Context: an optimization exercise on an open-source flow, tuned for small area, a short achievable clock period and few clock cycles. The choices shown serve that exercise and are no tape-out recipe. At most, simulation tests tie the RTL to the original design; equivalence was not proved. No activity file was given, so power comes from the tool's default toggle rates.

## v6
==> flow/design.v <==
module copyEngine  #(
    parameter DATA_WIDTH       = 64,
    parameter ADDR_WIDTH       = 32,
    parameter LEN              = 16,
    parameter FULL_WORD_SIZE   = DATA_WIDTH / 8
) (
    input                             rstn,
    input                             clk,
    input                             src_dw_sel_i, 
    input                             dst_dw_sel_i, 
    input                             copy_i,
    input                             set_i,
    input        [7:0]                setVal_i,
    input                             flush_i,
    input        [LEN-1:0]            len_i,
    input        [ADDR_WIDTH-1:0]     src_i,
    input        [ADDR_WIDTH-1:0]     dst_i,
    output logic                      done_o,
    output logic                      mem_re_r,
    output logic [ADDR_WIDTH-1:0]     mem_rad_r,
    input                             mem_rreq_rdy,
    input        [DATA_WIDTH-1:0]     mem_rdat,
    input                             mem_rdat_rdy,
    output logic [FULL_WORD_SIZE-1:0] mem_bwe_r,
    output logic [ADDR_WIDTH-1:0]     mem_wad_r,
    output logic [DATA_WIDTH-1:0]     mem_wdat_r,
    input                             mem_wreq_rdy,
    output logic                      flush_r,
    output logic [ADDR_WIDTH-1:0]     cmd_adr_r,
    input                             cmd_rdy
);
    localparam int K  = 4;                
    localparam int PW = $clog2(K);
    localparam int WH = LEN - 2;
    logic              idle_r;            
    logic              busy_r;            
    logic              copy_r;            
    logic              sdw_r, ddw_r;      
    logic [1:0]        os_r, od_r;        
    logic [1:0]        lm_r;              
    logic              rfirst_r;          
    logic              nr1_r;             
    logic              dneg_r;            
    logic [1:0]        wo_r;              
    logic [1:0]        dl_r;              
    logic              prime_r;           
    logic              rrem_r;            
    logic              wbusy_r;           
    logic [WH-1:0]     wh_r;              
    logic [1:0]        wc_r;
    logic [29:0]       sadr_r;            
    logic [29:0]       dadr_r;            
    logic              wv_r;              
    logic [7:0]        bwe_r;
    logic [7:0]        wd_r [6];          
    logic [23:0]       prev_r;            
    logic [K-1:0]      resv_r;            
    logic [PW:0]       wp_r, rp_r;        
    logic [31:0]       fifo_r [K];
    logic      pgt_r;                     
    wire [1:0] t   = os_r - od_r - 2'd1;  
    wire [1:0] we   = od_r + lm_r;        
    wire       raccept = mem_re_r & mem_rreq_rdy;
    wire [3:0] wsm     = {1'b0, wh_r[2:0]} + {2'b0, wc_r};               
    wire [2:0] nresv   = {2'b0, resv_r[0]} + {2'b0, resv_r[1]} + {2'b0, resv_r[2]} + {2'b0, resv_r[3]};
    wire       rmore   = rfirst_r ? ~nr1_r
                       : (wh_r[WH-1:3] != 0) |
                         ({wsm} + {3'b0, prime_r & pgt_r} > {1'b0, nresv} + 4'd2 + {3'b0, dneg_r});
    wire       fne     = (wp_r != rp_r);
    wire       rdone   = ~rrem_r & ~resv_r[0];
    wire       pneed   = copy_r & prime_r & pgt_r;
    wire       pr_base = wbusy_r & ~pneed;
    wire       dok_reg = ~copy_r | fne | rdone;
    wire       hv      = fne | mem_rdat_rdy;
    wire       produce = pr_base & (~wv_r | mem_wreq_rdy) & (dok_reg | mem_rdat_rdy);
    wire       ppop    = pneed & hv;
    wire       pop     = ppop | (produce & copy_r & hv);
    wire       fpush   = mem_rdat_rdy;
    wire       fpop    = pop;
    wire       wh0  = wh_r == 0;
    wire       wh1  = wh_r == 1;
    wire       wh2  = wh_r == 2;
    wire       last = (wh0 & (wc_r == 2'd2)) | (wh1 & (wc_r == 2'd1)) | (wh2 & (wc_r == 2'd0));
    wire [1:0] hi   = last ? we : 2'd3;
    logic [3:0] mask;
    always_comb
        for (int i = 0; i < 4; i++) mask[i] = (i >= wo_r) && (i <= hi);
    wire [7:0] bwe_n = ddw_r ? {mask[3], mask[3], mask[2], mask[2], mask[1], mask[1], mask[0], mask[0]}
                             : {4'b0, mask};
    wire [31:0] rdin = sdw_r ? {mem_rdat[55:48], mem_rdat[39:32], mem_rdat[23:16], mem_rdat[7:0]}
                             : mem_rdat[31:0];
    wire [31:0] head = fne ? fifo_r[rp_r[PW-1:0]] : rdin;
    wire [55:0] cf   = {fifo_r[rp_r[PW-1:0]], prev_r};
    wire [55:0] cr   = {rdin, prev_r};
    wire [31:0] alf  = cf[8*t +: 32];
    wire [31:0] alr  = cr[8*t +: 32];
    wire [31:0] al   = fne ? alf : alr;
    wire [1:0] os_i  = src_dw_sel_i ? src_i[2:1] : src_i[1:0];
    wire [1:0] od_i  = dst_dw_sel_i ? dst_i[2:1] : dst_i[1:0];
    wire       wz_i = ~|{od_i, len_i[1:0]};
    wire       wg_i = od_i[1] & len_i[1] & (od_i[0] | len_i[0]);
    wire [1:0] wc_i = set_i ? {wg_i, ~wz_i & ~wg_i} : {~wz_i, wz_i | wg_i};
    logic       nr1_i;
    always_comb
        case (os_i)
            2'd0: nr1_i = len_i[LEN-1:2] == 0 || len_i == 4;
            2'd1: nr1_i = len_i[LEN-1:2] == 0;
            2'd2: nr1_i = len_i[LEN-1:2] == 0 && len_i[1:0] != 3;
            default: nr1_i = len_i[LEN-1:2] == 0 && len_i[1] == 0;
        endcase
    logic       last0_i;                  
    always_comb
        case (od_i)
            2'd0: last0_i = len_i[LEN-1:2] == 0 || len_i == 4;
            2'd1: last0_i = len_i[LEN-1:2] == 0;
            2'd2: last0_i = len_i[LEN-1:2] == 0 && len_i[1:0] != 3;
            default: last0_i = len_i[LEN-1:2] == 0 && len_i[1] == 0;
        endcase
    wire [1:0] e0_i  = len_i[1:0] + od_i - 2'd1;
    wire [1:0] hi0_i = last0_i ? e0_i : 2'd3;
    logic [3:0] mask0_i;
    always_comb
        for (int i = 0; i < 4; i++) mask0_i[i] = (i >= od_i) && (i <= hi0_i);
    wire [7:0] bwe0_i = dst_dw_sel_i ? {mask0_i[3], mask0_i[3], mask0_i[2], mask0_i[2],
                                        mask0_i[1], mask0_i[1], mask0_i[0], mask0_i[0]}
                                     : {4'b0, mask0_i};
    always_ff @(posedge clk or negedge rstn) begin
        if (~rstn) begin
            idle_r   <= 1'b1;
            busy_r   <= 1'b0;
            copy_r   <= 1'b0;
            mem_re_r <= 1'b0;
            flush_r  <= 1'b0;
            rrem_r   <= 1'b0;
            wbusy_r  <= 1'b0;
            wv_r     <= 1'b0;
            bwe_r    <= 8'd0;
            resv_r   <= '0;
            wp_r     <= '0;
            rp_r     <= '0;
        end
        else begin
            if (idle_r) begin
                idle_r   <= ~(copy_i | set_i | flush_i);
                busy_r   <= copy_i | set_i | flush_i;
                copy_r   <= copy_i;
                mem_re_r <= copy_i;
                rrem_r   <= copy_i;
                wbusy_r  <= copy_i | (set_i & ~last0_i);
                flush_r  <= flush_i;
            end
            else begin
                if ((flush_r & cmd_rdy) | (wv_r & mem_wreq_rdy & ~wbusy_r)) begin
                    idle_r  <= 1'b1;
                    busy_r  <= 1'b0;
                end
                if (flush_r & cmd_rdy)
                    flush_r <= 1'b0;
                if (raccept)
                    rrem_r <= rmore;
                if (raccept)
                    mem_re_r <= rmore & (pop ? ~resv_r[K-1] : ~resv_r[K-2]);
                else
                    mem_re_r <= rrem_r & (pop | ~resv_r[K-1]);
                if (produce & last)
                    wbusy_r <= 1'b0;
            end
            if (idle_r) begin
                bwe_r <= set_i ? bwe0_i : 8'd0;
                wv_r  <= set_i;
            end
            else if (produce) begin
                bwe_r <= bwe_n;
                wv_r  <= 1'b1;
            end
            else if (mem_wreq_rdy) begin
                bwe_r <= 8'd0;
                wv_r  <= 1'b0;
            end
            if (raccept & ~pop)
                resv_r <= {resv_r[K-2:0], 1'b1};
            else if (~raccept & pop)
                resv_r <= {1'b0, resv_r[K-1:1]};
            if (fpush) wp_r <= wp_r + 1'b1;
            if (fpop)  rp_r <= rp_r + 1'b1;
        end
    end
    always_ff @(posedge clk) begin
        pgt_r  <= os_r > od_r;
        dneg_r <= (({1'b0, os_r} + {1'b0, lm_r}) > 3'd3) ^ (({1'b0, od_r} + {1'b0, lm_r}) > 3'd3) ^ (os_r > od_r);
        if (idle_r) begin
            sdw_r    <= src_dw_sel_i;
            ddw_r    <= dst_dw_sel_i;
            os_r     <= os_i;
            od_r     <= od_i;
            wo_r     <= set_i ? 2'd0 : od_i;
            lm_r     <= len_i[1:0] - 2'd1;
            dl_r     <= dst_i[1:0];
            prime_r  <= 1'b1;
            wh_r     <= len_i[LEN-1:2];
            wc_r     <= wc_i;
            rfirst_r <= 1'b1;
            nr1_r    <= nr1_i;
            sadr_r   <= src_dw_sel_i ? {1'b0, src_i[31:3]} : src_i[31:2];
            dadr_r   <= (dst_dw_sel_i & ~flush_i) ? {1'b0, dst_i[31:3]} : dst_i[31:2];
            wd_r[0]  <= setVal_i;
            wd_r[1]  <= dst_dw_sel_i ? 8'd0 : setVal_i;
            wd_r[2]  <= setVal_i;
            wd_r[3]  <= dst_dw_sel_i ? 8'd0 : setVal_i;
            wd_r[4]  <= setVal_i;
            wd_r[5]  <= setVal_i;
        end
        else begin
            if (raccept) begin
                sadr_r <= sadr_r + 1'b1;
                rfirst_r <= 1'b0;
            end
            if (ppop)
                prime_r <= 1'b0;
            if (produce) begin
                wo_r    <= 2'd0;
                prime_r <= 1'b0;
                if (wc_r != 0)
                    wc_r <= wc_r - 1'b1;
                else
                    wh_r <= wh_r - 1'b1;
            end
            if (wv_r & mem_wreq_rdy)
                dadr_r <= dadr_r + 1'b1;
            if (produce & copy_r) begin
                wd_r[0] <= al[7:0];
                wd_r[1] <= ddw_r ? 8'd0 : al[15:8];
                wd_r[2] <= ddw_r ? al[15:8] : al[23:16];
                wd_r[3] <= ddw_r ? 8'd0 : al[31:24];
                wd_r[4] <= al[23:16];
                wd_r[5] <= al[31:24];
            end
        end
        if (pop)
            prev_r <= head[31:8];
        if (fpush)
            fifo_r[wp_r[PW-1:0]] <= rdin;
    end
    assign done_o     = ~busy_r;
    assign mem_rad_r  = {2'b0, sadr_r};
    assign mem_wad_r  = {2'b0, dadr_r};
    assign cmd_adr_r  = {dadr_r, dl_r};
    assign mem_bwe_r  = bwe_r;
    assign mem_wdat_r = {8'd0, wd_r[5], 8'd0, wd_r[4], wd_r[3], wd_r[2], wd_r[1], wd_r[0]};
endmodule
Settings: LEC_CHECK=0, CAP_MARGIN=20, CORE_MARGIN=2, CORE_UTILIZATION=65, SLEW_MARGIN=20; clock period 10.0 ns.
standard.sh (not shown) runs the stock make flow with config.mk's settings and CLKGATE_MAP_FILE= SYNTH_SCRIPT=/design/flow/synth_recipe.tcl, a recipe that flattens the netlist after the stock synthesis.
==> flow/flow/run.sh <==
#!/bin/bash
bash standard.sh "BUFFER_PORTS_ARGS=-buffer_cell sky130_fd_sc_hd__buf_1" SETUP_SLACK_MARGIN=7 TNS_END_PERCENT=10 "CTS_ARGS=-sink_clustering_enable -repair_clock_nets -dont_use_dummy_load -buf_list {sky130_fd_sc_hd__clkbuf_4 sky130_fd_sc_hd__clkbuf_8}" finish > standard.log 2>&1
v6 | status: complete | timing, DRC, antenna: pass
Testbench counts of v6, summed over its fixed seeds: cycles 24,052.
The inputs of v7 differ from those of v6 as listed below.
diff --git a/flow/design.v b/flow/design.v
--- a/flow/design.v
+++ b/flow/design.v
@@ -38,9 +38,8 @@
     logic              sdw_r, ddw_r;      
     logic [1:0]        os_r, od_r;        
     logic [1:0]        lm_r;              
-    logic              rfirst_r;          
-    logic              nr1_r;             
-    logic              dneg_r;            
+    logic [WH-1:0]     rh_r;              
+    logic [1:0]        rc_r;
     logic [1:0]        wo_r;              
     logic [1:0]        dl_r;              
     logic              prime_r;           
@@ -61,11 +60,9 @@
     wire [1:0] t   = os_r - od_r - 2'd1;  
     wire [1:0] we   = od_r + lm_r;        
     wire       raccept = mem_re_r & mem_rreq_rdy;
-    wire [3:0] wsm     = {1'b0, wh_r[2:0]} + {2'b0, wc_r};               
-    wire [2:0] nresv   = {2'b0, resv_r[0]} + {2'b0, resv_r[1]} + {2'b0, resv_r[2]} + {2'b0, resv_r[3]};
-    wire       rmore   = rfirst_r ? ~nr1_r
-                       : (wh_r[WH-1:3] != 0) |
-                         ({wsm} + {3'b0, prime_r & pgt_r} > {1'b0, nresv} + 4'd2 + {3'b0, dneg_r});
+    wire       rh0     = rh_r == 0;
+    wire       rh1     = rh_r == 1;
+    wire       rmore   = ~((rh0 & (rc_r[1] == 1'b0)) | (rh1 & (rc_r == 2'd0)));
     wire       fne     = (wp_r != rp_r);
     wire       rdone   = ~rrem_r & ~resv_r[0];
     wire       pneed   = copy_r & prime_r & pgt_r;
@@ -99,15 +96,10 @@
     wire [1:0] od_i  = dst_dw_sel_i ? dst_i[2:1] : dst_i[1:0];
     wire       wz_i = ~|{od_i, len_i[1:0]};
     wire       wg_i = od_i[1] & len_i[1] & (od_i[0] | len_i[0]);
+    wire       rz_i = ~|{os_i, len_i[1:0]};
+    wire       rg_i = os_i[1] & len_i[1] & (os_i[0] | len_i[0]);
     wire [1:0] wc_i = set_i ? {wg_i, ~wz_i & ~wg_i} : {~wz_i, wz_i | wg_i};
-    logic       nr1_i;
-    always_comb
-        case (os_i)
-            2'd0: nr1_i = len_i[LEN-1:2] == 0 || len_i == 4;
-            2'd1: nr1_i = len_i[LEN-1:2] == 0;
-            2'd2: nr1_i = len_i[LEN-1:2] == 0 && len_i[1:0] != 3;
-            default: nr1_i = len_i[LEN-1:2] == 0 && len_i[1] == 0;
-        endcase
+    wire [1:0] rc_i = {rg_i, ~rz_i & ~rg_i};
     logic       last0_i;                  
     always_comb
         case (od_i)
@@ -186,8 +178,7 @@
         end
     end
     always_ff @(posedge clk) begin
-        pgt_r  <= os_r > od_r;
-        dneg_r <= (({1'b0, os_r} + {1'b0, lm_r}) > 3'd3) ^ (({1'b0, od_r} + {1'b0, lm_r}) > 3'd3) ^ (os_r > od_r);
+        pgt_r <= os_r > od_r;             
         if (idle_r) begin
             sdw_r    <= src_dw_sel_i;
             ddw_r    <= dst_dw_sel_i;
@@ -199,8 +190,8 @@
             prime_r  <= 1'b1;
             wh_r     <= len_i[LEN-1:2];
             wc_r     <= wc_i;
-            rfirst_r <= 1'b1;
-            nr1_r    <= nr1_i;
+            rh_r     <= len_i[LEN-1:2];
+            rc_r     <= rc_i;
             sadr_r   <= src_dw_sel_i ? {1'b0, src_i[31:3]} : src_i[31:2];
             dadr_r   <= (dst_dw_sel_i & ~flush_i) ? {1'b0, dst_i[31:3]} : dst_i[31:2];
             wd_r[0]  <= setVal_i;
@@ -213,7 +204,10 @@
         else begin
             if (raccept) begin
                 sadr_r <= sadr_r + 1'b1;
-                rfirst_r <= 1'b0;
+                if (rc_r != 0)
+                    rc_r <= rc_r - 1'b1;
+                else
+                    rh_r <= rh_r - 1'b1;
             end
             if (ppop)
                 prime_r <= 1'b0;
==> comparison <==
- Vias: v7 more than v6
- When v7 is measured against v6, its number of flops mapped to enable cells by yosys turns out 15 higher.
- When v7 is set beside v6, its netlist area before placement turns out to be 640 sq um larger.
- Summary: minimum clock period after layout, v7 worse than v6
- Compared with v6, v7 shows a higher overall power.
- v6 → v7: clock net sink count up about 4%, flip-flop and latch count after synthesis up 4.1%, post-synthesis to final-layout area growth up 2.1 points, cell area after layout up 1100 sq um, worst setup slack down 0.033 ns.
- Summary: with v6 as the reference, combinational gate power in v7 moved up by a few percent.
- Side by side, multi-input gate share of the layout cell area turned out lower in v7 than in v6.
- The higher core utilization came out of v7.
For v7, only the layout was checked, not whether the RTL still works.

-- what the ideal ports hide --
In the flow no input, the clock included, has a driving cell. The finished layouts below were timed again as built, in two steps. Step 1 (the two cells are an assumption about what drives the block):
set clk [get_ports {clk}]
set_driving_cell -lib_cell sky130_fd_sc_hd__clkbuf_16 $clk
set_driving_cell -lib_cell sky130_fd_sc_hd__buf_2 [delete_from_list [all_inputs] $clk]
Step 2, shift: input delay + t, output delay - t, t = (earliest + latest rising clock arrival at the registers) / 2. This alone moves slack from input paths to output paths. a / b / c = ideal / step 1 / step 2; a / b = the first two.
run	t (ns)	slack for setup (ns)	hold slack, ns	worst data-port slew with drivers (ns)	pins driven straight from the clock port
v6	0.601	6.802 / 6.756 / 6.309	0.482 / 0.482 / 0.482	0.11	1
v7	0.601	6.769 / 6.724 / 6.262	0.508 / 0.508 / 0.508	0.09	1
After both steps setup and hold are still met in every run listed. For v7, which loses most, drivers alone change the setup slack by -0.045 ns; drivers and shift together by -0.507 ns.
